Source: an optimization exercise on an open RTL-to-GDS flow (aim: small area). Production flows keep margins and buffers that such runs may drop. Only simulation tests tie the RTL to the original design; equivalence was not proved. The clock port is modelled as an ideal driver; clocking choices that lean on that would not hold on a real chip. Power figures rest on the tool's default switching activity, not on a simulated workload.

==> flow/design.v <==
`default_nettype none
module processor( input         clk, reset,
                  output [31:0] PC,
                  input  [31:0] instruction,
                  output        WE,
                  output [31:0] address_to_mem,
                  output [31:0] data_to_mem,
                  input  [31:0] data_from_mem
                );
	reg         p;
	reg  [31:0] PCr;
	reg  [31:0] rf [1:31];
	wire regWrite, isSTORE, isOPIMM, isQB, selPC, selRS1, useRs2, sub;
	wire useSum, shR, shL, isAnd, isSlt, isLink, isLOAD, isBRANCH, isBNE;
	wire left, arith;
	wire [9:0] immsel;
	ctrl CTRL (instruction, regWrite, isSTORE, isOPIMM, isQB, selPC, selRS1, useRs2, sub,
	           useSum, shR, shL, isAnd, isSlt, isLink, isLOAD, isBRANCH, isBNE,
	           left, arith, immsel);
	always @(posedge clk) p <= ~p;
	wire [31:0] x;
	wire [31:1] we, wen, sel1, sel2;
	rf_dec DEC_W (instruction[11:7],  regWrite, we, wen);
	rf_dec_r DEC_1 (instruction[19:15], sel1);
	rf_dec_r DEC_2 (instruction[24:20], sel2);
	genvar r, b;
	generate
		for (r = 1; r < 32; r = r + 1) begin : g_rf
			wire [31:0] d_r;
			for (b = 0; b < 32; b = b + 1) begin : g_bit
				rf_nxt NXT (rf[r][b], x[b], we[r], wen[r], d_r[b]);
			end
			always @(posedge clk) rf[r] <= d_r;
		end
	endgenerate
	wire pc1 = p & (instruction[19:15] != 5'd0);
	wire pc2 = (p & (instruction[24:20] != 5'd0)) ^ sub;
	wire [31:0] rd1, rd2;    
	generate
		for (b = 0; b < 32; b = b + 1) begin : g_rd
			wire [31:1] col;
			for (r = 1; r < 32; r = r + 1) begin : g_col
				assign col[r] = rf[r][b];
			end
			rf_rmux RM1 (col, sel1, pc1, rd1[b]);
			rf_rmux RM2 (col, sel2, pc2, rd2[b]);
		end
	endgenerate
	wire [31:0] An, Bn, sum, gand;
	opmux OPMUX (PCr, rd1, rd2, instruction, selPC, selRS1, useRs2, immsel, An, Bn);
	add32 ADD (An, Bn, sub, isQB, sum, gand);
	wire [31:0] shr;
	shifter SH (rd1, isOPIMM ? instruction[24:20] : rd2[4:0], left, arith, shr);
	wire [31:0] pc4;
	wire [31:2] pcc;    
	assign pc4[1:0] = PCr[1:0];
	assign pc4[2] = ~PCr[2];
	assign pcc[3] = PCr[2];
	generate
		for (b = 3; b < 32; b = b + 1) begin : g_inc
			if (b < 31) begin : h
				c_ha HA (PCr[b], pcc[b], pc4[b], pcc[b+1]);
			end else begin : t
				assign pc4[b] = PCr[b] ^ pcc[b];
			end
		end
	endgenerate
	wire lt = (rd1[31] ^ ~rd2[31]) ? rd1[31] : sum[31];
	wbmux WB (useSum, sum, shR, shr, shL, isAnd, gand, isLink, pc4, isLOAD, data_from_mem,
	          isSlt & lt, p, x);
	wire eq = (rd1 == rd2);
	wire taken = isLink | (isBRANCH & (eq ^ isBNE));
	wire [31:0] PCn;
	pcmux PCMUX (taken, sum, pc4, reset, PCn);
	always @(posedge clk) PCr <= PCn;
	assign PC = PCr;
	assign WE = isSTORE;
	assign address_to_mem = sum;
	assign data_to_mem = rd2;
endmodule
module ctrl(input [31:0] I,
            output regWrite, isSTORE, isOPIMM, isQB, selPC, selRS1, useRs2, sub,
            output useSum, shR, shL, isAnd, isSlt, isLink, isLOAD, isBRANCH, isBNE,
            output left, arith,
            output [9:0] immsel);
	wire [6:0] op = I[6:0];
	wire [2:0] f3 = I[14:12];
	wire isOP   = (op == 7'b0110011);
	assign isOPIMM = (op == 7'b0010011);
	assign isLOAD  = (op == 7'b0000011);
	assign isSTORE = (op == 7'b0100011);
	assign isBRANCH = (op == 7'b1100011);
	wire isJAL  = (op == 7'b1101111);
	wire isJALR = (op == 7'b1100111);
	wire isLUI  = (op == 7'b0110111);
	wire isAUIPC = (op == 7'b0010111);
	assign isQB = (op == 7'b0001011);
	wire f7zero = (I[31:25] == 7'b0000000);
	wire f7sub  = (I[31:25] == 7'b0100000);
	wire f7ok   = f7zero | f7sub;
	wire opValid = (f3 == 3'b001) | (f3 == 3'b010) | (f3 == 3'b111) |
	               (((f3 == 3'b000) | (f3 == 3'b101)) & f7ok);
	wire opimmValid = (f3 != 3'b101) | f7ok;
	assign regWrite = (isOP & opValid) | (isOPIMM & opimmValid) | isLOAD | isJAL |
	                  isJALR | isLUI | isAUIPC | isQB;
	wire isShift = (isOP | isOPIMM) & (f3[1:0] == 2'b01);      
	assign isSlt  = isOP & (f3 == 3'b010);
	assign isAnd  = isOP & (f3 == 3'b111);
	assign isLink = isJAL | isJALR;
	assign useSum = ~(isShift | isSlt | isAnd | isLink | isLOAD);
	assign left   = ~f3[2];
	assign arith  = I[30];
	assign shR    = isShift & f3[2];
	assign shL    = isShift & ~f3[2];
	assign isBNE  = (f3 == 3'b001);
	assign selPC  = isBRANCH | isJAL | isAUIPC;
	assign selRS1 = ~(selPC | isLUI);
	assign useRs2 = isOP | isQB;
	assign sub    = isOP & ~f3[2] & ~f3[0] & (f3[1] | I[30]);
	wire tU = isLUI | isAUIPC;
	wire tI = ~(useRs2 | isSTORE | isBRANCH | isJAL | tU);
	assign immsel[0] = tI;
	assign immsel[1] = isSTORE;
	assign immsel[2] = tI | isJAL;
	assign immsel[3] = isSTORE | isBRANCH;
	assign immsel[4] = tI | isSTORE | isBRANCH | isJAL;
	assign immsel[5] = tI | isSTORE | isBRANCH;
	assign immsel[6] = isBRANCH;
	assign immsel[7] = isJAL;
	assign immsel[8] = tU;
	assign immsel[9] = tI | isSTORE;
endmodule
module opmux(input [31:0] pc, rs1, rs2, I, input selPC, selRS1, useRs2,
             input [9:0] immsel, output [31:0] An, Bn);
	wire useImm = ~useRs2;
	wire tUJ = immsel[8] | immsel[7];
	genvar b;
	generate
		for (b = 0; b < 32; b = b + 1) begin : g
			c_aoi22 AM (selPC, pc[b], selRS1, rs1[b], An[b]);
			if (b == 0) begin : b0
				c_aoi222 BM (useRs2, rs2[b], immsel[0], I[20], immsel[1], I[7], Bn[b]);
			end else if (b < 5) begin : b1
				c_aoi222 BM (useRs2, rs2[b], immsel[2], I[20+b], immsel[3], I[7+b], Bn[b]);
			end else if (b < 11) begin : b5
				c_aoi22 BM (useRs2, rs2[b], immsel[4], I[20+b], Bn[b]);
			end else if (b == 11) begin : b11
				wire t1, t2;
				c_aoi22 BM1 (useRs2, rs2[b], immsel[9], I[31], t1);
				c_aoi22 BM2 (immsel[6], I[7], immsel[7], I[20], t2);
				c_and2 BM (t1, t2, Bn[b]);
			end else if (b < 20) begin : b12
				c_aoi222 BM (useRs2, rs2[b], immsel[5], I[31], tUJ, I[b], Bn[b]);
			end else if (b < 31) begin : b20
				c_aoi222 BM (useRs2, rs2[b], immsel[4], I[31], immsel[8], I[b], Bn[b]);
			end else begin : b31
				c_aoi22 BM (useRs2, rs2[b], useImm, I[31], Bn[b]);
			end
		end
	endgenerate
endmodule
module wbmux(input useSum, input [31:0] sum, input shR, input [31:0] sh, input shL,
             input isAnd, input [31:0] gand, input isLink, input [31:0] pc4,
             input isLOAD, input [31:0] mem, input slt, input p, output [31:0] x);
	genvar b;
	generate
		for (b = 0; b < 32; b = b + 1) begin : g
			wire g1, g2, wd;
			c_aoi222 M1 (useSum, sum[b], shR, sh[b], shL, sh[31-b], g1);
			c_aoi222 M2 (isAnd, gand[b], isLink, pc4[b], isLOAD, mem[b], g2);
			if (b == 0) begin : b0
				c_nand3 N (g1, g2, ~slt, wd);
			end else begin : bn
				c_nand2 N (g1, g2, wd);
			end
			wire xn;
			c_xnor2 X (wd, p, xn);
			c_inv XD (xn, x[b]);    
		end
	endgenerate
endmodule
module pcmux(input taken, input [31:0] sum, pc4, input reset, output [31:0] y);
	wire nt = ~taken;
	genvar b;
	generate
		for (b = 0; b < 32; b = b + 1) begin : g
			wire t;
			c_aoi22 M (taken, sum[b], nt, pc4[b], t);
			c_nor2 R (t, reset, y[b]);
		end
	endgenerate
endmodule
module shifter(input [31:0] a, input [4:0] s, input left, input arith, output [31:0] y);
	wire right = ~left;
	wire ar = arith & right;
	wire fill, filln, filln4;
	c_and2  F1 (ar, a[31], fill);       
	c_nand2 F0 (ar, a[31], filln);      
	c_nand2 F4 (ar, a[31], filln4);     
	wire [4:0] sn = ~s;
	wire [31:0] i0, l0, l1, l2, l3;    
	genvar b;
	generate
		for (b = 0; b < 32; b = b + 1) begin : g
			c_aoi22 R (left, a[31-b], right, a[b], i0[b]);
			if (b < 31) begin : s0a c_aoi22 S0 (s[0], i0[b+1], sn[0], i0[b], l0[b]); end
			else        begin : s0b c_aoi22 S0 (s[0], filln,   sn[0], i0[b], l0[b]); end
			if (b < 30) begin : s1a c_aoi22 S1 (s[1], l0[b+2], sn[1], l0[b], l1[b]); end
			else        begin : s1b c_aoi22 S1 (s[1], fill,    sn[1], l0[b], l1[b]); end
			if (b < 28) begin : s2a c_aoi22 S2 (s[2], l1[b+4], sn[2], l1[b], l2[b]); end
			else        begin : s2b c_aoi22 S2 (s[2], filln,   sn[2], l1[b], l2[b]); end
			if (b < 24) begin : s3a c_aoi22 S3 (s[3], l2[b+8], sn[3], l2[b], l3[b]); end
			else        begin : s3b c_aoi22 S3 (s[3], fill,    sn[3], l2[b], l3[b]); end
			if (b < 16) begin : s4a c_aoi22 S4 (s[4], l3[b+16], sn[4], l3[b], y[b]); end
			else        begin : s4b c_aoi22 S4 (s[4], filln4,   sn[4], l3[b], y[b]); end
		end
	endgenerate
endmodule
module rf_nxt(input s, x, we, wen, output d);
	assign d = ~((wen | x) & (we | s));
endmodule
module rf_dec(input [4:0] a, input en, output [31:1] y, output [31:1] yn);
	wire [4:0] an;
	wire enn;
	wire [3:0] lo;
	wire [7:0] hi;
	genvar i, r;
	generate
		for (i = 0; i < 5; i = i + 1) begin : g_inv
			c_inv I (a[i], an[i]);
		end
		c_inv IE (en, enn);
		for (i = 0; i < 4; i = i + 1) begin : g_lo
			c_nor2 L ((i % 2) ? an[0] : a[0], ((i / 2) % 2) ? an[1] : a[1], lo[i]);
		end
		for (i = 0; i < 8; i = i + 1) begin : g_hi
			c_nor4 H (enn, (i % 2) ? an[2] : a[2], ((i / 2) % 2) ? an[3] : a[3],
			          ((i / 4) % 2) ? an[4] : a[4], hi[i]);
		end
		for (r = 1; r < 32; r = r + 1) begin : g
			wire n;
			c_nand2 N (lo[r % 4], hi[r / 4], n);
			c_inv D (n, y[r]);
			c_inv E (y[r], yn[r]);
		end
	endgenerate
endmodule
module rf_dec_r(input [4:0] a, output [31:1] y);
	wire [4:0] an;
	wire [3:0] lo;
	wire [7:0] hi;
	genvar i, r;
	generate
		for (i = 0; i < 5; i = i + 1) begin : g_inv
			c_inv I (a[i], an[i]);
		end
		for (i = 0; i < 4; i = i + 1) begin : g_lo
			c_nor2 L ((i % 2) ? an[0] : a[0], ((i / 2) % 2) ? an[1] : a[1], lo[i]);
		end
		for (i = 0; i < 8; i = i + 1) begin : g_hi
			c_nor3 H ((i % 2) ? an[2] : a[2], ((i / 2) % 2) ? an[3] : a[3],
			          ((i / 4) % 2) ? an[4] : a[4], hi[i]);
		end
		for (r = 1; r < 32; r = r + 1) begin : g
			wire yn;
			c_nand2 N (lo[r % 4], hi[r / 4], yn);
			c_inv D (yn, y[r]);
		end
	endgenerate
endmodule
module rf_rmux(input [31:1] d, input [31:1] sel, input pc, output y);
	wire [10:0] g;
	wire [2:0] h;
	wire n;
	genvar k;
	generate
		for (k = 0; k < 10; k = k + 1) begin : g_aoi
			c_aoi222 A (d[3*k+1], sel[3*k+1], d[3*k+2], sel[3*k+2], d[3*k+3], sel[3*k+3], g[k]);
		end
	endgenerate
	c_nand2 N31 (d[31], sel[31], g[10]);
	c_nand4 H0 (g[0], g[1], g[2], g[3], h[0]);
	c_nand4 H1 (g[4], g[5], g[6], g[7], h[1]);
	c_nand3 H2 (g[8], g[9], g[10], h[2]);
	c_nor3  NO (h[0], h[1], h[2], n);
	c_xnor2 XO (n, pc, y);
endmodule
module add32(input [31:0] an, input [31:0] bn, input cin, input kill,
             output [31:0] s, output [31:0] g);
	wire p0, p1, p2, p3, p4, p5, p6, pn7;
	wire pp7, p8, p9, p10, p11, p12, p13, p14;
	wire pn15, pp15, p16, p17, p18, p19, p20, p21;
	wire p22, pn23, pp23, p24, p25, p26, p27, p28;
	wire p29, p30, p31, g0c, i_g0c, G1, G2, P2;
	wire G3, P3, G4, P4, G5, P5, G6, P6;
	wire G7, P7, G8, P8, G9, P9, G10, P10;
	wire G11, P11, G12, P12, G13, P13, G14, P14;
	wire G15, P15, G16, P16, G17, G18, P18, G19;
	wire P19, G20, P20, G21, P21, G22, P22, G23;
	wire P23, G24, P24, G25, G26, P26, G27, P27;
	wire G28, P28, G29, G30, P30, G31, i_G29, G32;
	wire i_G25, G33, G34, G35, i_G17, G36, G37, G38;
	wire G39, G40, i_G32, G41, G42, i_G1, G43, G44;
	wire G45, G46, G47, i_G33, G48, G49, G50, G51;
	wire i_G34, G52, G53, G54, G55, i_G35, G56, G57;
	c_xor2 XP0 (an[0], bn[0], p0);
	c_nor2 NG0 (an[0], bn[0], g[0]);
	c_xor2 XP1 (an[1], bn[1], p1);
	c_nor2 NG1 (an[1], bn[1], g[1]);
	c_xor2 XP2 (an[2], bn[2], p2);
	c_nor2 NG2 (an[2], bn[2], g[2]);
	c_xor2 XP3 (an[3], bn[3], p3);
	c_nor2 NG3 (an[3], bn[3], g[3]);
	c_xor2 XP4 (an[4], bn[4], p4);
	c_nor2 NG4 (an[4], bn[4], g[4]);
	c_xor2 XP5 (an[5], bn[5], p5);
	c_nor2 NG5 (an[5], bn[5], g[5]);
	c_xor2 XP6 (an[6], bn[6], p6);
	c_nor2 NG6 (an[6], bn[6], g[6]);
	c_xnor2 XP7 (an[7], bn[7], pn7);
	c_nor2 KP7 (pn7, kill, pp7);
	c_nor3 KG7 (an[7], bn[7], kill, g[7]);
	c_xor2 XP8 (an[8], bn[8], p8);
	c_nor2 NG8 (an[8], bn[8], g[8]);
	c_xor2 XP9 (an[9], bn[9], p9);
	c_nor2 NG9 (an[9], bn[9], g[9]);
	c_xor2 XP10 (an[10], bn[10], p10);
	c_nor2 NG10 (an[10], bn[10], g[10]);
	c_xor2 XP11 (an[11], bn[11], p11);
	c_nor2 NG11 (an[11], bn[11], g[11]);
	c_xor2 XP12 (an[12], bn[12], p12);
	c_nor2 NG12 (an[12], bn[12], g[12]);
	c_xor2 XP13 (an[13], bn[13], p13);
	c_nor2 NG13 (an[13], bn[13], g[13]);
	c_xor2 XP14 (an[14], bn[14], p14);
	c_nor2 NG14 (an[14], bn[14], g[14]);
	c_xnor2 XP15 (an[15], bn[15], pn15);
	c_nor2 KP15 (pn15, kill, pp15);
	c_nor3 KG15 (an[15], bn[15], kill, g[15]);
	c_xor2 XP16 (an[16], bn[16], p16);
	c_nor2 NG16 (an[16], bn[16], g[16]);
	c_xor2 XP17 (an[17], bn[17], p17);
	c_nor2 NG17 (an[17], bn[17], g[17]);
	c_xor2 XP18 (an[18], bn[18], p18);
	c_nor2 NG18 (an[18], bn[18], g[18]);
	c_xor2 XP19 (an[19], bn[19], p19);
	c_nor2 NG19 (an[19], bn[19], g[19]);
	c_xor2 XP20 (an[20], bn[20], p20);
	c_nor2 NG20 (an[20], bn[20], g[20]);
	c_xor2 XP21 (an[21], bn[21], p21);
	c_nor2 NG21 (an[21], bn[21], g[21]);
	c_xor2 XP22 (an[22], bn[22], p22);
	c_nor2 NG22 (an[22], bn[22], g[22]);
	c_xnor2 XP23 (an[23], bn[23], pn23);
	c_nor2 KP23 (pn23, kill, pp23);
	c_nor3 KG23 (an[23], bn[23], kill, g[23]);
	c_xor2 XP24 (an[24], bn[24], p24);
	c_nor2 NG24 (an[24], bn[24], g[24]);
	c_xor2 XP25 (an[25], bn[25], p25);
	c_nor2 NG25 (an[25], bn[25], g[25]);
	c_xor2 XP26 (an[26], bn[26], p26);
	c_nor2 NG26 (an[26], bn[26], g[26]);
	c_xor2 XP27 (an[27], bn[27], p27);
	c_nor2 NG27 (an[27], bn[27], g[27]);
	c_xor2 XP28 (an[28], bn[28], p28);
	c_nor2 NG28 (an[28], bn[28], g[28]);
	c_xor2 XP29 (an[29], bn[29], p29);
	c_nor2 NG29 (an[29], bn[29], g[29]);
	c_xor2 XP30 (an[30], bn[30], p30);
	c_nor2 NG30 (an[30], bn[30], g[30]);
	c_xor2 XP31 (an[31], bn[31], p31);
	c_nor2 NG31 (an[31], bn[31], g[31]);
	c_a21oi CI (p0, cin, g[0], g0c);
	c_inv IV_i_g0c (g0c, i_g0c);
	c_a21oi BG1 (p1, i_g0c, g[1], G1);
	c_a21oi BG2 (p3, g[2], g[3], G2);
	c_nand2 BP2 (p3, p2, P2);
	c_a21oi BG3 (p5, g[4], g[5], G3);
	c_nand2 BP3 (p5, p4, P3);
	c_a21oi BG4 (pp7, g[6], g[7], G4);
	c_nand2 BP4 (pp7, p6, P4);
	c_a21oi BG5 (p9, g[8], g[9], G5);
	c_nand2 BP5 (p9, p8, P5);
	c_a21oi BG6 (p11, g[10], g[11], G6);
	c_nand2 BP6 (p11, p10, P6);
	c_a21oi BG7 (p13, g[12], g[13], G7);
	c_nand2 BP7 (p13, p12, P7);
	c_a21oi BG8 (pp15, g[14], g[15], G8);
	c_nand2 BP8 (pp15, p14, P8);
	c_a21oi BG9 (p17, g[16], g[17], G9);
	c_nand2 BP9 (p17, p16, P9);
	c_a21oi BG10 (p19, g[18], g[19], G10);
	c_nand2 BP10 (p19, p18, P10);
	c_a21oi BG11 (p21, g[20], g[21], G11);
	c_nand2 BP11 (p21, p20, P11);
	c_a21oi BG12 (pp23, g[22], g[23], G12);
	c_nand2 BP12 (pp23, p22, P12);
	c_a21oi BG13 (p25, g[24], g[25], G13);
	c_nand2 BP13 (p25, p24, P13);
	c_a21oi BG14 (p27, g[26], g[27], G14);
	c_nand2 BP14 (p27, p26, P14);
	c_a21oi BG15 (p29, g[28], g[29], G15);
	c_nand2 BP15 (p29, p28, P15);
	c_a21oi BG16 (p31, g[30], g[31], G16);
	c_nand2 BP16 (p31, p30, P16);
	c_o21ai BG17 (P2, G1, G2, G17);
	c_o21ai BG18 (P4, G3, G4, G18);
	c_nor2 BP18 (P4, P3, P18);
	c_o21ai BG19 (P6, G5, G6, G19);
	c_nor2 BP19 (P6, P5, P19);
	c_o21ai BG20 (P8, G7, G8, G20);
	c_nor2 BP20 (P8, P7, P20);
	c_o21ai BG21 (P10, G9, G10, G21);
	c_nor2 BP21 (P10, P9, P21);
	c_o21ai BG22 (P12, G11, G12, G22);
	c_nor2 BP22 (P12, P11, P22);
	c_o21ai BG23 (P14, G13, G14, G23);
	c_nor2 BP23 (P14, P13, P23);
	c_o21ai BG24 (P16, G15, G16, G24);
	c_nor2 BP24 (P16, P15, P24);
	c_a21oi BG25 (P18, G17, G18, G25);
	c_a21oi BG26 (P20, G19, G20, G26);
	c_nand2 BP26 (P20, P19, P26);
	c_a21oi BG27 (P22, G21, G22, G27);
	c_nand2 BP27 (P22, P21, P27);
	c_a21oi BG28 (P24, G23, G24, G28);
	c_nand2 BP28 (P24, P23, P28);
	c_o21ai BG29 (P26, G25, G26, G29);
	c_o21ai BG30 (P28, G27, G28, G30);
	c_nor2 BP30 (P28, P27, P30);
	c_a21oi BG31 (P30, G29, G30, G31);
	c_inv IV_i_G29 (G29, i_G29);
	c_o21ai BG32 (P27, i_G29, G27, G32);
	c_inv IV_i_G25 (G25, i_G25);
	c_a21oi BG33 (P19, i_G25, G19, G33);
	c_a21oi BG34 (P21, G29, G21, G34);
	c_a21oi BG35 (P23, G32, G23, G35);
	c_inv IV_i_G17 (G17, i_G17);
	c_o21ai BG36 (P3, i_G17, G3, G36);
	c_o21ai BG37 (P5, G25, G5, G37);
	c_o21ai BG38 (P7, G33, G7, G38);
	c_o21ai BG39 (P9, i_G29, G9, G39);
	c_o21ai BG40 (P11, G34, G11, G40);
	c_inv IV_i_G32 (G32, i_G32);
	c_o21ai BG41 (P13, i_G32, G13, G41);
	c_o21ai BG42 (P15, G35, G15, G42);
	c_inv IV_i_G1 (G1, i_G1);
	c_a21oi BG43 (p2, i_G1, g[2], G43);
	c_a21oi BG44 (p4, G17, g[4], G44);
	c_a21oi BG45 (p6, G36, g[6], G45);
	c_a21oi BG46 (p8, i_G25, g[8], G46);
	c_a21oi BG47 (p10, G37, g[10], G47);
	c_inv IV_i_G33 (G33, i_G33);
	c_a21oi BG48 (p12, i_G33, g[12], G48);
	c_a21oi BG49 (p14, G38, g[14], G49);
	c_a21oi BG50 (p16, G29, g[16], G50);
	c_a21oi BG51 (p18, G39, g[18], G51);
	c_inv IV_i_G34 (G34, i_G34);
	c_a21oi BG52 (p20, i_G34, g[20], G52);
	c_a21oi BG53 (p22, G40, g[22], G53);
	c_a21oi BG54 (p24, G32, g[24], G54);
	c_a21oi BG55 (p26, G41, g[26], G55);
	c_inv IV_i_G35 (G35, i_G35);
	c_a21oi BG56 (p28, i_G35, g[28], G56);
	c_a21oi BG57 (p30, G42, g[30], G57);
	c_xor2 XS0 (p0, cin, s[0]);
	c_xnor2 XS1 (p1, g0c, s[1]);
	c_xnor2 XS2 (p2, G1, s[2]);
	c_xnor2 XS3 (p3, G43, s[3]);
	c_xor2 XS4 (p4, G17, s[4]);
	c_xnor2 XS5 (p5, G44, s[5]);
	c_xor2 XS6 (p6, G36, s[6]);
	c_xor2 XS7 (pn7, G45, s[7]);
	c_xnor2 XS8 (p8, G25, s[8]);
	c_xnor2 XS9 (p9, G46, s[9]);
	c_xor2 XS10 (p10, G37, s[10]);
	c_xnor2 XS11 (p11, G47, s[11]);
	c_xnor2 XS12 (p12, G33, s[12]);
	c_xnor2 XS13 (p13, G48, s[13]);
	c_xor2 XS14 (p14, G38, s[14]);
	c_xor2 XS15 (pn15, G49, s[15]);
	c_xor2 XS16 (p16, G29, s[16]);
	c_xnor2 XS17 (p17, G50, s[17]);
	c_xor2 XS18 (p18, G39, s[18]);
	c_xnor2 XS19 (p19, G51, s[19]);
	c_xnor2 XS20 (p20, G34, s[20]);
	c_xnor2 XS21 (p21, G52, s[21]);
	c_xor2 XS22 (p22, G40, s[22]);
	c_xor2 XS23 (pn23, G53, s[23]);
	c_xor2 XS24 (p24, G32, s[24]);
	c_xnor2 XS25 (p25, G54, s[25]);
	c_xor2 XS26 (p26, G41, s[26]);
	c_xnor2 XS27 (p27, G55, s[27]);
	c_xnor2 XS28 (p28, G35, s[28]);
	c_xnor2 XS29 (p29, G56, s[29]);
	c_xor2 XS30 (p30, G42, s[30]);
	c_xnor2 XS31 (p31, G57, s[31]);
endmodule
module c_aoi222(input a1, a2, b1, b2, c1, c2, output y);
	assign y = ~(a1 & a2 | b1 & b2 | c1 & c2);
endmodule
module c_nand2(input a, b, output y);
	assign y = ~(a & b);
endmodule
module c_nand3(input a, b, c, output y);
	assign y = ~(a & b & c);
endmodule
module c_nand4(input a, b, c, d, output y);
	assign y = ~(a & b & c & d);
endmodule
module c_nor4(input a, b, c, d, output y);
	assign y = ~(a | b | c | d);
endmodule
module c_nor3(input a, b, c, output y);
	assign y = ~(a | b | c);
endmodule
module c_xnor2(input a, b, output y);
	assign y = ~(a ^ b);
endmodule
module c_aoi22(input a1, a2, b1, b2, output y);
	assign y = ~(a1 & a2 | b1 & b2);
endmodule
module c_and2(input a, b, output y);
	assign y = a & b;
endmodule
module c_nor2(input a, b, output y);
	assign y = ~(a | b);
endmodule
module c_xor2(input a, b, output y);
	assign y = a ^ b;
endmodule
module c_a21oi(input a1, a2, b1, output y);
	assign y = ~(a1 & a2 | b1);
endmodule
module c_o21ai(input a1, a2, b1, output y);
	assign y = ~((a1 | a2) & b1);
endmodule
module c_inv(input a, output y);
	assign y = ~a;
endmodule
module c_ha(input a, b, output s, c);
	assign s = a ^ b;
	assign c = a & b;
endmodule
`default_nettype wire
==> flow/flow/run.sh <==
#!/bin/bash
# Own layout flow: the standard synthesis unchanged, then the standard ORFS
# steps with these changes:
#  - before floorplanning, every combinational cell is swapped to the
#    smallest-area variant of its function (flow/downsize.tcl); the repair
#    steps size up only what timing or slew needs;
#  - ports get buf_1 buffers instead of the default delay buffers;
#  - repair steps may use only buf_1/buf_2 as buffers (flow/dontuse.tcl);
#  - timing-driven placement keeps none of its own repair changes (they buffer heavily);
#  - wire capacitance estimates are scaled up (flow/setRC_scaled.tcl) to match extraction;
#  - the clock tree uses clkbuf_8 and no dummy loads;
#  - after placement repair and after global routing, cells the repairs sized up
#    are sized down again where timing, slew and capacitance allow (flow/arecover.tcl);
# Each tool's output is in synth.log / layout.log here and in orfs/logs/.
set -euo pipefail
here=$(pwd)
bash standard.sh synth > synth.log 2>&1
bash standard.sh \
  "PRE_FLOORPLAN_TCL=$here/flow/downsize.tcl" \
  "PRE_GLOBAL_PLACE_TCL=$here/flow/dontuse.tcl" \
  "PRE_RESIZE_TCL=$here/flow/dontuse.tcl" \
  "PRE_CTS_TCL=$here/flow/dontuse_cts.tcl" \
  "PRE_GLOBAL_ROUTE_TCL=$here/flow/dontuse.tcl" \
  "POST_GLOBAL_ROUTE_TCL=$here/flow/post_grt.tcl" \
  "POST_RESIZE_TCL=$here/flow/post_resize.tcl" \
  "GPL_KEEP_OVERFLOW=0" \
  "LAYER_PARASITICS_FILE=$here/flow/setRC_scaled.tcl" \
  "BUFFER_PORTS_ARGS=-buffer_cell sky130_fd_sc_hd__buf_1" \
  "CTS_ARGS=-sink_clustering_enable -repair_clock_nets -dont_use_dummy_load -buf_list sky130_fd_sc_hd__clkbuf_8 -sink_clustering_size 16 -sink_clustering_max_diameter 70" \
  finish > layout.log 2>&1
==> flow/flow/arecover.tcl <==
# Area recovery after global routing: the repair steps only ever size cells up,
# so try each sized-up combinational cell again at every smaller drive strength
# of the same function (smallest first) and keep the first one with which the
# worst setup slack stays at least the margin and no slew or capacitance limit
# is exceeded (with a tighter slew limit). Connectivity does not change; the
# wire parasitics are estimated again from the global routes after every swap.
proc my_area_recover { margin max_slew {est -global_routing} } {
  set db [ord::get_db]
  set block [ord::get_db_block]
  set_max_transition $max_slew [current_design]
  set fam {}
  foreach lib [$db getLibs] {
    foreach m [$lib getMasters] {
      if {[regexp {^(sky130_fd_sc_hd__[a-z0-9]+)_([0-9]+)$} [$m getName] -> base sz]} {
        dict lappend fam $base [list [expr {[$m getWidth] * [$m getHeight]}] [$m getName]]
      }
    }
  }
  set cands {}
  foreach inst [$block getInsts] {
    set n [[$inst getMaster] getName]
    if {![regexp {^(sky130_fd_sc_hd__[a-z0-9]+)_([0-9]+)$} $n -> base sz]} continue
    if {[regexp {df|dl|clk|tap|fill|decap|diode|conb} $base]} continue
    set a [expr {[[$inst getMaster] getWidth] * [[$inst getMaster] getHeight]}]
    set smaller {}
    foreach v [lsort -index 0 -integer [dict get $fam $base]] {
      if {[lindex $v 0] < $a} { lappend smaller [lindex $v 1] }
    }
    if {[llength $smaller]} { lappend cands [list $inst $a $smaller] }
  }
  set ws0 [sta::worst_slack -max]
  set sv0 [sta::max_slew_violation_count]
  set cv0 [sta::max_capacitance_violation_count]
  # never let the worst slack drop below the margin, or below where it is now
  if {$ws0 < $margin} { set margin $ws0 }
  puts "area_recover: [llength $cands] candidates, worst slack $ws0, slew/cap violations $sv0/$cv0"
  set saved 0
  set n 0
  foreach c [lsort -index 1 -integer -decreasing $cands] {
    lassign $c inst a smaller
    set orig [$inst getMaster]
    foreach s $smaller {
      $inst swapMaster [$db findMaster $s]
      estimate_parasitics $est
      if {[sta::worst_slack -max] >= $margin
          && [sta::max_slew_violation_count] <= $sv0
          && [sta::max_capacitance_violation_count] <= $cv0} {
        incr n
        set m [$db findMaster $s]
        set saved [expr {$saved + $a - [$m getWidth] * [$m getHeight]}]
        break
      }
      $inst swapMaster $orig
    }
  }
  estimate_parasitics $est
  puts "area_recover: downsized $n instances, saved [expr {$saved / 1e6}] um2,\
    worst slack [sta::worst_slack -max]"
  # back to the library limit for the steps after this one
  set_max_transition 1.5 [current_design]
}
==> flow/flow/dontuse.tcl <==
# Keep the repair steps to small buffers: with the large ones allowed they buffer
# the high-fanout register-file nets with buf_16/clkbuf_16 trees.
set_dont_use {
  sky130_fd_sc_hd__buf_4 sky130_fd_sc_hd__buf_6 sky130_fd_sc_hd__buf_8
  sky130_fd_sc_hd__buf_12 sky130_fd_sc_hd__buf_16
  sky130_fd_sc_hd__bufbuf_8 sky130_fd_sc_hd__bufbuf_16
  sky130_fd_sc_hd__bufinv_8 sky130_fd_sc_hd__bufinv_16
  sky130_fd_sc_hd__clkbuf_1 sky130_fd_sc_hd__clkbuf_2 sky130_fd_sc_hd__clkbuf_4
  sky130_fd_sc_hd__clkbuf_16
  sky130_fd_sc_hd__clkdlybuf4s15_1 sky130_fd_sc_hd__clkdlybuf4s15_2
  sky130_fd_sc_hd__clkdlybuf4s18_1 sky130_fd_sc_hd__clkdlybuf4s18_2
  sky130_fd_sc_hd__clkdlybuf4s25_1 sky130_fd_sc_hd__clkdlybuf4s25_2
  sky130_fd_sc_hd__clkdlybuf4s50_1 sky130_fd_sc_hd__clkdlybuf4s50_2
  sky130_fd_sc_hd__dlygate4sd1_1 sky130_fd_sc_hd__dlygate4sd2_1 sky130_fd_sc_hd__dlygate4sd3_1
  sky130_fd_sc_hd__dlymetal6s2s_1 sky130_fd_sc_hd__dlymetal6s4s_1 sky130_fd_sc_hd__dlymetal6s6s_1
}
if { ![info exists ::my_cts_step] } {
  set_dont_use {sky130_fd_sc_hd__clkbuf_8}
}
set_dont_use {sky130_fd_sc_hd__xor2_4 sky130_fd_sc_hd__xnor2_4}
==> flow/flow/dontuse_cts.tcl <==
# The clock tree step: same restriction, except clkbuf_8, which the tree uses.
set ::my_cts_step 1
source [file join [file dirname [info script]] dontuse.tcl]
==> flow/flow/downsize.tcl <==
# Swap every combinational cell to the smallest-area variant of its function.
# Synthesis maps each small module on its own and sizes its cells for an
# unknown load; the repair steps later size up only the cells that need it.
source [file join [file dirname [info script]] downsize_map.tcl]
array set dmap $downsize_map
set db [ord::get_db]
set n 0
foreach inst [[ord::get_db_block] getInsts] {
  set m [[$inst getMaster] getName]
  if { [info exists dmap($m)] } {
    $inst swapMaster [$db findMaster $dmap($m)]
    incr n
  }
}
puts "downsize: swapped $n instances to smaller variants"
==> flow/flow/downsize_map.tcl <==
# drive strengths and their smallest-area variant (same function; the strongest of that area)
set downsize_map {
  sky130_fd_sc_hd__a2111o_2 sky130_fd_sc_hd__a2111o_1
  sky130_fd_sc_hd__a2111o_4 sky130_fd_sc_hd__a2111o_1
  sky130_fd_sc_hd__a2111oi_1 sky130_fd_sc_hd__a2111oi_0
  sky130_fd_sc_hd__a2111oi_2 sky130_fd_sc_hd__a2111oi_0
  sky130_fd_sc_hd__a2111oi_4 sky130_fd_sc_hd__a2111oi_0
  sky130_fd_sc_hd__a211o_2 sky130_fd_sc_hd__a211o_1
  sky130_fd_sc_hd__a211o_4 sky130_fd_sc_hd__a211o_1
  sky130_fd_sc_hd__a211oi_2 sky130_fd_sc_hd__a211oi_1
  sky130_fd_sc_hd__a211oi_4 sky130_fd_sc_hd__a211oi_1
  sky130_fd_sc_hd__a21bo_1 sky130_fd_sc_hd__a21bo_2
  sky130_fd_sc_hd__a21bo_4 sky130_fd_sc_hd__a21bo_2
  sky130_fd_sc_hd__a21boi_0 sky130_fd_sc_hd__a21boi_1
  sky130_fd_sc_hd__a21boi_2 sky130_fd_sc_hd__a21boi_1
  sky130_fd_sc_hd__a21boi_4 sky130_fd_sc_hd__a21boi_1
  sky130_fd_sc_hd__a21o_2 sky130_fd_sc_hd__a21o_1
  sky130_fd_sc_hd__a21o_4 sky130_fd_sc_hd__a21o_1
  sky130_fd_sc_hd__a21oi_2 sky130_fd_sc_hd__a21oi_1
  sky130_fd_sc_hd__a21oi_4 sky130_fd_sc_hd__a21oi_1
  sky130_fd_sc_hd__a221o_2 sky130_fd_sc_hd__a221o_1
  sky130_fd_sc_hd__a221o_4 sky130_fd_sc_hd__a221o_1
  sky130_fd_sc_hd__a221oi_2 sky130_fd_sc_hd__a221oi_1
  sky130_fd_sc_hd__a221oi_4 sky130_fd_sc_hd__a221oi_1
  sky130_fd_sc_hd__a22o_2 sky130_fd_sc_hd__a22o_1
  sky130_fd_sc_hd__a22o_4 sky130_fd_sc_hd__a22o_1
  sky130_fd_sc_hd__a22oi_2 sky130_fd_sc_hd__a22oi_1
  sky130_fd_sc_hd__a22oi_4 sky130_fd_sc_hd__a22oi_1
  sky130_fd_sc_hd__a2bb2o_2 sky130_fd_sc_hd__a2bb2o_1
  sky130_fd_sc_hd__a2bb2o_4 sky130_fd_sc_hd__a2bb2o_1
  sky130_fd_sc_hd__a2bb2oi_2 sky130_fd_sc_hd__a2bb2oi_1
  sky130_fd_sc_hd__a2bb2oi_4 sky130_fd_sc_hd__a2bb2oi_1
  sky130_fd_sc_hd__a311o_2 sky130_fd_sc_hd__a311o_1
  sky130_fd_sc_hd__a311o_4 sky130_fd_sc_hd__a311o_1
  sky130_fd_sc_hd__a311oi_2 sky130_fd_sc_hd__a311oi_1
  sky130_fd_sc_hd__a311oi_4 sky130_fd_sc_hd__a311oi_1
  sky130_fd_sc_hd__a31o_1 sky130_fd_sc_hd__a31o_2
  sky130_fd_sc_hd__a31o_4 sky130_fd_sc_hd__a31o_2
  sky130_fd_sc_hd__a31oi_2 sky130_fd_sc_hd__a31oi_1
  sky130_fd_sc_hd__a31oi_4 sky130_fd_sc_hd__a31oi_1
  sky130_fd_sc_hd__a32o_2 sky130_fd_sc_hd__a32o_1
  sky130_fd_sc_hd__a32o_4 sky130_fd_sc_hd__a32o_1
  sky130_fd_sc_hd__a32oi_2 sky130_fd_sc_hd__a32oi_1
  sky130_fd_sc_hd__a32oi_4 sky130_fd_sc_hd__a32oi_1
  sky130_fd_sc_hd__a41o_2 sky130_fd_sc_hd__a41o_1
  sky130_fd_sc_hd__a41o_4 sky130_fd_sc_hd__a41o_1
  sky130_fd_sc_hd__a41oi_2 sky130_fd_sc_hd__a41oi_1
  sky130_fd_sc_hd__a41oi_4 sky130_fd_sc_hd__a41oi_1
  sky130_fd_sc_hd__and2_0 sky130_fd_sc_hd__and2_1
  sky130_fd_sc_hd__and2_2 sky130_fd_sc_hd__and2_1
  sky130_fd_sc_hd__and2_4 sky130_fd_sc_hd__and2_1
  sky130_fd_sc_hd__and2b_2 sky130_fd_sc_hd__and2b_1
  sky130_fd_sc_hd__and2b_4 sky130_fd_sc_hd__and2b_1
  sky130_fd_sc_hd__and3_2 sky130_fd_sc_hd__and3_1
  sky130_fd_sc_hd__and3_4 sky130_fd_sc_hd__and3_1
  sky130_fd_sc_hd__and3b_2 sky130_fd_sc_hd__and3b_1
  sky130_fd_sc_hd__and3b_4 sky130_fd_sc_hd__and3b_1
  sky130_fd_sc_hd__and4_2 sky130_fd_sc_hd__and4_1
  sky130_fd_sc_hd__and4_4 sky130_fd_sc_hd__and4_1
  sky130_fd_sc_hd__and4b_2 sky130_fd_sc_hd__and4b_1
  sky130_fd_sc_hd__and4b_4 sky130_fd_sc_hd__and4b_1
  sky130_fd_sc_hd__and4bb_1 sky130_fd_sc_hd__and4bb_2
  sky130_fd_sc_hd__and4bb_4 sky130_fd_sc_hd__and4bb_2
  sky130_fd_sc_hd__buf_12 sky130_fd_sc_hd__buf_1
  sky130_fd_sc_hd__buf_16 sky130_fd_sc_hd__buf_1
  sky130_fd_sc_hd__buf_2 sky130_fd_sc_hd__buf_1
  sky130_fd_sc_hd__buf_4 sky130_fd_sc_hd__buf_1
  sky130_fd_sc_hd__buf_6 sky130_fd_sc_hd__buf_1
  sky130_fd_sc_hd__buf_8 sky130_fd_sc_hd__buf_1
  sky130_fd_sc_hd__ebufn_2 sky130_fd_sc_hd__ebufn_1
  sky130_fd_sc_hd__ebufn_4 sky130_fd_sc_hd__ebufn_1
  sky130_fd_sc_hd__ebufn_8 sky130_fd_sc_hd__ebufn_1
  sky130_fd_sc_hd__einvn_1 sky130_fd_sc_hd__einvn_0
  sky130_fd_sc_hd__einvn_2 sky130_fd_sc_hd__einvn_0
  sky130_fd_sc_hd__einvn_4 sky130_fd_sc_hd__einvn_0
  sky130_fd_sc_hd__einvn_8 sky130_fd_sc_hd__einvn_0
  sky130_fd_sc_hd__einvp_2 sky130_fd_sc_hd__einvp_1
  sky130_fd_sc_hd__einvp_4 sky130_fd_sc_hd__einvp_1
  sky130_fd_sc_hd__einvp_8 sky130_fd_sc_hd__einvp_1
  sky130_fd_sc_hd__fa_2 sky130_fd_sc_hd__fa_1
  sky130_fd_sc_hd__fa_4 sky130_fd_sc_hd__fa_1
  sky130_fd_sc_hd__ha_2 sky130_fd_sc_hd__ha_1
  sky130_fd_sc_hd__ha_4 sky130_fd_sc_hd__ha_1
  sky130_fd_sc_hd__inv_1 sky130_fd_sc_hd__inv_2
  sky130_fd_sc_hd__inv_12 sky130_fd_sc_hd__inv_2
  sky130_fd_sc_hd__inv_16 sky130_fd_sc_hd__inv_2
  sky130_fd_sc_hd__inv_4 sky130_fd_sc_hd__inv_2
  sky130_fd_sc_hd__inv_6 sky130_fd_sc_hd__inv_2
  sky130_fd_sc_hd__inv_8 sky130_fd_sc_hd__inv_2
  sky130_fd_sc_hd__maj3_2 sky130_fd_sc_hd__maj3_1
  sky130_fd_sc_hd__maj3_4 sky130_fd_sc_hd__maj3_1
  sky130_fd_sc_hd__mux2_1 sky130_fd_sc_hd__mux2_2
  sky130_fd_sc_hd__mux2_4 sky130_fd_sc_hd__mux2_2
  sky130_fd_sc_hd__mux2_8 sky130_fd_sc_hd__mux2_2
  sky130_fd_sc_hd__mux2i_2 sky130_fd_sc_hd__mux2i_1
  sky130_fd_sc_hd__mux2i_4 sky130_fd_sc_hd__mux2i_1
  sky130_fd_sc_hd__mux4_1 sky130_fd_sc_hd__mux4_2
  sky130_fd_sc_hd__mux4_4 sky130_fd_sc_hd__mux4_2
  sky130_fd_sc_hd__nand2_2 sky130_fd_sc_hd__nand2_1
  sky130_fd_sc_hd__nand2_4 sky130_fd_sc_hd__nand2_1
  sky130_fd_sc_hd__nand2_8 sky130_fd_sc_hd__nand2_1
  sky130_fd_sc_hd__nand2b_2 sky130_fd_sc_hd__nand2b_1
  sky130_fd_sc_hd__nand2b_4 sky130_fd_sc_hd__nand2b_1
  sky130_fd_sc_hd__nand3_2 sky130_fd_sc_hd__nand3_1
  sky130_fd_sc_hd__nand3_4 sky130_fd_sc_hd__nand3_1
  sky130_fd_sc_hd__nand3b_2 sky130_fd_sc_hd__nand3b_1
  sky130_fd_sc_hd__nand3b_4 sky130_fd_sc_hd__nand3b_1
  sky130_fd_sc_hd__nand4_2 sky130_fd_sc_hd__nand4_1
  sky130_fd_sc_hd__nand4_4 sky130_fd_sc_hd__nand4_1
  sky130_fd_sc_hd__nand4b_2 sky130_fd_sc_hd__nand4b_1
  sky130_fd_sc_hd__nand4b_4 sky130_fd_sc_hd__nand4b_1
  sky130_fd_sc_hd__nand4bb_2 sky130_fd_sc_hd__nand4bb_1
  sky130_fd_sc_hd__nand4bb_4 sky130_fd_sc_hd__nand4bb_1
  sky130_fd_sc_hd__nor2_2 sky130_fd_sc_hd__nor2_1
  sky130_fd_sc_hd__nor2_4 sky130_fd_sc_hd__nor2_1
  sky130_fd_sc_hd__nor2_8 sky130_fd_sc_hd__nor2_1
  sky130_fd_sc_hd__nor2b_2 sky130_fd_sc_hd__nor2b_1
  sky130_fd_sc_hd__nor2b_4 sky130_fd_sc_hd__nor2b_1
  sky130_fd_sc_hd__nor3_2 sky130_fd_sc_hd__nor3_1
  sky130_fd_sc_hd__nor3_4 sky130_fd_sc_hd__nor3_1
  sky130_fd_sc_hd__nor3b_2 sky130_fd_sc_hd__nor3b_1
  sky130_fd_sc_hd__nor3b_4 sky130_fd_sc_hd__nor3b_1
  sky130_fd_sc_hd__nor4_2 sky130_fd_sc_hd__nor4_1
  sky130_fd_sc_hd__nor4_4 sky130_fd_sc_hd__nor4_1
  sky130_fd_sc_hd__nor4b_2 sky130_fd_sc_hd__nor4b_1
  sky130_fd_sc_hd__nor4b_4 sky130_fd_sc_hd__nor4b_1
  sky130_fd_sc_hd__nor4bb_2 sky130_fd_sc_hd__nor4bb_1
  sky130_fd_sc_hd__nor4bb_4 sky130_fd_sc_hd__nor4bb_1
  sky130_fd_sc_hd__o2111a_2 sky130_fd_sc_hd__o2111a_1
  sky130_fd_sc_hd__o2111a_4 sky130_fd_sc_hd__o2111a_1
  sky130_fd_sc_hd__o2111ai_2 sky130_fd_sc_hd__o2111ai_1
  sky130_fd_sc_hd__o2111ai_4 sky130_fd_sc_hd__o2111ai_1
  sky130_fd_sc_hd__o211a_1 sky130_fd_sc_hd__o211a_2
  sky130_fd_sc_hd__o211a_4 sky130_fd_sc_hd__o211a_2
  sky130_fd_sc_hd__o211ai_2 sky130_fd_sc_hd__o211ai_1
  sky130_fd_sc_hd__o211ai_4 sky130_fd_sc_hd__o211ai_1
  sky130_fd_sc_hd__o21a_2 sky130_fd_sc_hd__o21a_1
  sky130_fd_sc_hd__o21a_4 sky130_fd_sc_hd__o21a_1
  sky130_fd_sc_hd__o21ai_0 sky130_fd_sc_hd__o21ai_1
  sky130_fd_sc_hd__o21ai_2 sky130_fd_sc_hd__o21ai_1
  sky130_fd_sc_hd__o21ai_4 sky130_fd_sc_hd__o21ai_1
  sky130_fd_sc_hd__o21ba_1 sky130_fd_sc_hd__o21ba_2
  sky130_fd_sc_hd__o21ba_4 sky130_fd_sc_hd__o21ba_2
  sky130_fd_sc_hd__o21bai_2 sky130_fd_sc_hd__o21bai_1
  sky130_fd_sc_hd__o21bai_4 sky130_fd_sc_hd__o21bai_1
  sky130_fd_sc_hd__o221a_1 sky130_fd_sc_hd__o221a_2
  sky130_fd_sc_hd__o221a_4 sky130_fd_sc_hd__o221a_2
  sky130_fd_sc_hd__o221ai_2 sky130_fd_sc_hd__o221ai_1
  sky130_fd_sc_hd__o221ai_4 sky130_fd_sc_hd__o221ai_1
  sky130_fd_sc_hd__o22a_2 sky130_fd_sc_hd__o22a_1
  sky130_fd_sc_hd__o22a_4 sky130_fd_sc_hd__o22a_1
  sky130_fd_sc_hd__o22ai_2 sky130_fd_sc_hd__o22ai_1
  sky130_fd_sc_hd__o22ai_4 sky130_fd_sc_hd__o22ai_1
  sky130_fd_sc_hd__o2bb2a_2 sky130_fd_sc_hd__o2bb2a_1
  sky130_fd_sc_hd__o2bb2a_4 sky130_fd_sc_hd__o2bb2a_1
  sky130_fd_sc_hd__o2bb2ai_2 sky130_fd_sc_hd__o2bb2ai_1
  sky130_fd_sc_hd__o2bb2ai_4 sky130_fd_sc_hd__o2bb2ai_1
  sky130_fd_sc_hd__o311a_2 sky130_fd_sc_hd__o311a_1
  sky130_fd_sc_hd__o311a_4 sky130_fd_sc_hd__o311a_1
  sky130_fd_sc_hd__o311ai_0 sky130_fd_sc_hd__o311ai_1
  sky130_fd_sc_hd__o311ai_2 sky130_fd_sc_hd__o311ai_1
  sky130_fd_sc_hd__o311ai_4 sky130_fd_sc_hd__o311ai_1
  sky130_fd_sc_hd__o31a_2 sky130_fd_sc_hd__o31a_1
  sky130_fd_sc_hd__o31a_4 sky130_fd_sc_hd__o31a_1
  sky130_fd_sc_hd__o31ai_2 sky130_fd_sc_hd__o31ai_1
  sky130_fd_sc_hd__o31ai_4 sky130_fd_sc_hd__o31ai_1
  sky130_fd_sc_hd__o32a_2 sky130_fd_sc_hd__o32a_1
  sky130_fd_sc_hd__o32a_4 sky130_fd_sc_hd__o32a_1
  sky130_fd_sc_hd__o32ai_2 sky130_fd_sc_hd__o32ai_1
  sky130_fd_sc_hd__o32ai_4 sky130_fd_sc_hd__o32ai_1
  sky130_fd_sc_hd__o41a_2 sky130_fd_sc_hd__o41a_1
  sky130_fd_sc_hd__o41a_4 sky130_fd_sc_hd__o41a_1
  sky130_fd_sc_hd__o41ai_2 sky130_fd_sc_hd__o41ai_1
  sky130_fd_sc_hd__o41ai_4 sky130_fd_sc_hd__o41ai_1
  sky130_fd_sc_hd__or2_0 sky130_fd_sc_hd__or2_2
  sky130_fd_sc_hd__or2_1 sky130_fd_sc_hd__or2_2
  sky130_fd_sc_hd__or2_4 sky130_fd_sc_hd__or2_2
  sky130_fd_sc_hd__or2b_2 sky130_fd_sc_hd__or2b_1
  sky130_fd_sc_hd__or2b_4 sky130_fd_sc_hd__or2b_1
  sky130_fd_sc_hd__or3_2 sky130_fd_sc_hd__or3_1
  sky130_fd_sc_hd__or3_4 sky130_fd_sc_hd__or3_1
  sky130_fd_sc_hd__or3b_1 sky130_fd_sc_hd__or3b_2
  sky130_fd_sc_hd__or3b_4 sky130_fd_sc_hd__or3b_2
  sky130_fd_sc_hd__or4_2 sky130_fd_sc_hd__or4_1
  sky130_fd_sc_hd__or4_4 sky130_fd_sc_hd__or4_1
  sky130_fd_sc_hd__or4b_1 sky130_fd_sc_hd__or4b_2
  sky130_fd_sc_hd__or4b_4 sky130_fd_sc_hd__or4b_2
  sky130_fd_sc_hd__or4bb_2 sky130_fd_sc_hd__or4bb_1
  sky130_fd_sc_hd__or4bb_4 sky130_fd_sc_hd__or4bb_1
  sky130_fd_sc_hd__sdlclkp_2 sky130_fd_sc_hd__sdlclkp_1
  sky130_fd_sc_hd__sdlclkp_4 sky130_fd_sc_hd__sdlclkp_1
  sky130_fd_sc_hd__xnor2_2 sky130_fd_sc_hd__xnor2_1
  sky130_fd_sc_hd__xnor2_4 sky130_fd_sc_hd__xnor2_1
  sky130_fd_sc_hd__xnor3_2 sky130_fd_sc_hd__xnor3_1
  sky130_fd_sc_hd__xnor3_4 sky130_fd_sc_hd__xnor3_1
  sky130_fd_sc_hd__xor2_2 sky130_fd_sc_hd__xor2_1
  sky130_fd_sc_hd__xor2_4 sky130_fd_sc_hd__xor2_1
  sky130_fd_sc_hd__xor3_2 sky130_fd_sc_hd__xor3_1
  sky130_fd_sc_hd__xor3_4 sky130_fd_sc_hd__xor3_1
}
==> flow/flow/post_grt.tcl <==
# after global routing and its repairs (parasitics already estimated from the
# global routes with flow/setRC_scaled.tcl)
source [file join [file dirname [info script]] arecover.tcl]
my_area_recover 0.0 1.25
==> flow/flow/post_resize.tcl <==
# after placement and its slew/capacitance repair
source [file join [file dirname [info script]] dontuse.tcl]
source [file join [file dirname [info script]] arecover.tcl]
estimate_parasitics -placement
my_area_recover 0.1 1.25 -placement
==> flow/flow/setRC_scaled.tcl <==
# The platform's setRC.tcl with every wire capacitance scaled by 1.15, so that the
# repair steps see wire loads closer to what extraction finds after detailed routing.
# correlateRC.py gcd,ibex,aes,jpeg,chameleon,riscv32i,chameleon_hier
# cap units pf/um
set_layer_rc -layer li1 -capacitance 1.723850e-04 -resistance 7.176e-02
set_layer_rc -layer met1 -capacitance 1.982312e-04 -resistance 8.929e-04
set_layer_rc -layer met2 -capacitance 1.566680e-04 -resistance 8.929e-04
set_layer_rc -layer met3 -capacitance 2.472063e-04 -resistance 1.567e-04
set_layer_rc -layer met4 -capacitance 1.703472e-04 -resistance 1.567e-04
set_layer_rc -layer met5 -capacitance 1.772000e-04 -resistance 1.781e-05
# end correlate

set_layer_rc -via mcon -resistance 9.249146E-3
set_layer_rc -via via -resistance 4.5E-3
set_layer_rc -via via2 -resistance 3.368786E-3
set_layer_rc -via via3 -resistance 0.376635E-3
set_layer_rc -via via4 -resistance 0.00580E-3

set_wire_rc -signal -layer met1
set_wire_rc -clock -layer met3
==> flow/standard.sh <==
#!/bin/bash
# synth_recipe.tcl (not shown) runs the flow's synth.tcl, then flattens the netlist and writes it again
# the make line also repeats each setting of config.mk as NAME=value (left out here)
make -C /OpenROAD-flow-scripts/flow DESIGN_CONFIG=/design/flow/config.mk WORK_HOME=/design/flow/orfs CLKGATE_MAP_FILE= SYNTH_SCRIPT=/design/flow/synth_recipe.tcl "${@:-finish}"
==> flow/config.mk <==
export PLATFORM = sky130hd
export DESIGN_NAME = processor
export DESIGN_NICKNAME = processor
export VERILOG_FILES = /design/flow/design.v
export SDC_FILE = /design/flow/constraint.sdc
export NUM_CORES = 8
export LEC_CHECK = 0
export CAP_MARGIN = 20
export CORE_MARGIN = 2
export CORE_UTILIZATION = 45
export CTS_BUF_LIST = sky130_fd_sc_hd__clkbuf_8
export CTS_CLUSTER_DIAMETER = 70
export CTS_CLUSTER_SIZE = 16
export GPL_TIMING_DRIVEN = 1
export PLACE_DENSITY = 0.55
export SETUP_SLACK_MARGIN = 0.1
export SLEW_MARGIN = 20
export SYNTH_HIERARCHICAL = 1
==> flow/constraint.sdc <==
create_clock -name core_clock -period 10.0 [get_ports {clk}]
set_input_delay 2.0000 -clock core_clock [delete_from_list [all_inputs] [get_ports {clk}]]
set_output_delay 2.0000 -clock core_clock [all_outputs]
set_load 0.01 [all_outputs]
==> results by group <==
Worst hold path
  • Hold/Removal Path Class: flop to flop
  • Worst hold path cell count: 1

Routing
  • Number of DRC markers in iteration 0: between 10000 and 15000
  • ANT nets after route: 0
  • First drt pass iteration count: 16
  • Drt drc: 0
  • Via density: 8.22
  • DR WL/cell: around 41 um
  • Total number of vias: between 40000 and 50000
  • Final WL: 235000 um

Placement
  • Setup WS pre-CTS: -1.66 ns
  • HPWL Detailed: roughly 140000 um
  • Cells after DPL: approximately 5600
  • Final GP Congestion: 1.03
  • Port bufs: roughly 160

STA
  • Pins Over Slew Limit: 0
  • Fin. Hold Viols: 0
  • PnR worst setup slack: between 0.2 and 0.25 ns
  • Clock skew: between 0.09 and 0.1 ns
  • Fin Setup TNS: 0 ns
  • Final hold slack: 0.459 ns
  • Fin crit period: slightly below 10 ns
  • Transition time at the pin with the least slew margin: 1.19 ns
  • Final period util: between 90% and 100%
  • Max transition margin: 20.0%
  • Setup violations, final: 0
  • Fmax: between 100 and 150 MHz

Setup path
  • Crit Path Class: primary input to output port
  • Worst Reg-to-Reg Cells: 34
  • Startpoint Class: primary input
  • Worst Path Required: around 8.0 ns
  • WP data arrival: 7.79 ns
  • Crit Path Max Fanout: 32
  • CP Capture Type: output port

Global route
  • GRT Resource Usage Total: 46.1%
  • Vias in the first global route: about 43000
  • Initial antenna violation count: 20
  • Largest net degree at the start of global routing: 39
  • Global-route wire length before repair: roughly 330000 um
  • GRT Residual Overflow: 0

Floorplanning
  • Std-Cell Rows: 112
  • Die Span X: 311 um
  • Die H: ~310 um
  • Initial core utilization: a little under half
  • # IOs: ~160
  • Core area: roughly 0.093 mm^2
  • Die area: 0.0966 mm^2

Finish
  • Commonest non-fill, non-tap cell in the layout: dfxtp_1
  • Layout cells sized above 1: about 8.2%
  • Final non-filler cell total: between 5000 and 6000
  • Commonest non-fill, non-tap cells in the layout: dfxtp_1 (1024), o22ai_1 (992), a222oi_1 (728), a22oi_1 (265), nand2_1 (212)
  • Nets: 4517

Status
  • Status: finished clean

Power and ir drop
  • Leak pwr: 16.4 nW
  • VDD IR-drop max: ~0.14 mV
  • Power Total: roughly 11 mW
  • PD cells: about 230 mW/mm^2

Synthesis
  • Warnings from Yosys: 9
  • Syn nets: between 4000 and 5000
  • Cells after synthesis: 4161

Clocking
  • Post-CTS Setup Bufs: 6
  • Post_cts resized: between 100 and 150
  • Worst-Skew Late Latency: approximately 0.82 ns
  • CTS buffer count: 77
  • Clock-pin slew on the worst setup and hold paths: around 0.10 ns
  • CTS Hold Bufs: 0
  • CTS tree: done
  • Clock sink count: between 1000 and 1500

Job
  • Max-cap violations: 0
## flip-flops by register name, summed over array words and instances (netlist names)
| name | cells |
|---|---|
| PCr | 32 |
| p | 1 |
| rf | 992 |
## stage by stage
step | instance area (um^2) | util [%]
after floorplan | 42400 | -
after global placement | 44500 | 47.7
after CTS | 46200 | 49.5
after detailed placement | 44700 | 47.9
final | 46200 | 49.5
## power breakdown
| part | internal [mW] | switching (mW) | total, mW |
|---|---|---|---|
| logic | 0.751 | 2.55 | 3.30 |
| clock network | 0.691 | 1.40 | 2.09 |
| registers | 4.69 | 0.473 | 5.16 |
## area by class of cell
type / instances / area (um^2)
Sequential cell: 1025 / 20500
Timing Repair Buffer: 199 / 783
Tap cell: 1254 / 1570
Antenna cell: 7 / 17.5
Fill cell: 8868 / 47100
Inverter: 195 / 898
Clock buffer: 77 / 1060
Multi-Input combinational cell: 2925 / 21400
## layer usage
layer,vias to the layer above,global-route usage (%),wire (um)
li1,19100,-,-
met1,22600,59.3,87100
met2,4215,62.8,92000
met3,817,18.1,36400
met4,22,31.7,18800
met5,-,0,265
## worst paths after layout
kind                             end             from  slack [ns]
setup / recovery  address_to_mem[31]  instruction[23]        0.21
hold / removal             p$_DFF_P_        p$_DFF_P_        0.46
setup reg to reg   rf[1][31]$_DFF_P_   PCr[2]$_DFF_P_        2.29
hold reg to reg            p$_DFF_P_        p$_DFF_P_        0.46
## worst max-delay path: stages
cell	delay [ns]
buf_2	0.21
inv_2	0.15
nor3_2	0.09
nand2_1	0.12
inv_4	0.20
a222oi_1	0.55
nand4_1	0.67
nor3_4	0.61
xnor2_2	0.20
a222oi_1	0.38
buf_2	0.25
xor2_1	0.30
nand2_1	0.12
o21ai_2	0.28
a21oi_4	0.15
o21ai_4	0.23
inv_2	0.08
o21ai_4	0.27
a21oi_2	0.16
o21ai_1	0.23
a21oi_1	0.13
xnor2_2	0.19
buf_1	0.18

-- static timing again, ports no longer ideal --
No port has a modelled driver above. Below, the same layout with a new extraction and two added sets of constraints. Step 1 assumes that a clkbuf_16 drives the clock port and a buf_2 every other input. Step 2 also shifts input and output timing later by t, the mid clock arrival at the registers, as if the neighbouring blocks saw the same clock. a / b / c = no drivers / after step 1 / after step 2; a / b = the first two.
shift t [ns]: 0.838
slack for setup (ns): 0.208 / 0.172 / 0.172
worst register clock-pin slew, ns: 0.12 / 0.12
worst slew at a driven data input, ns: 0.14
After both steps setup and hold are still met in this run. For this run, drivers alone change the setup slack by -0.036 ns; drivers and shift together by -0.036 ns.
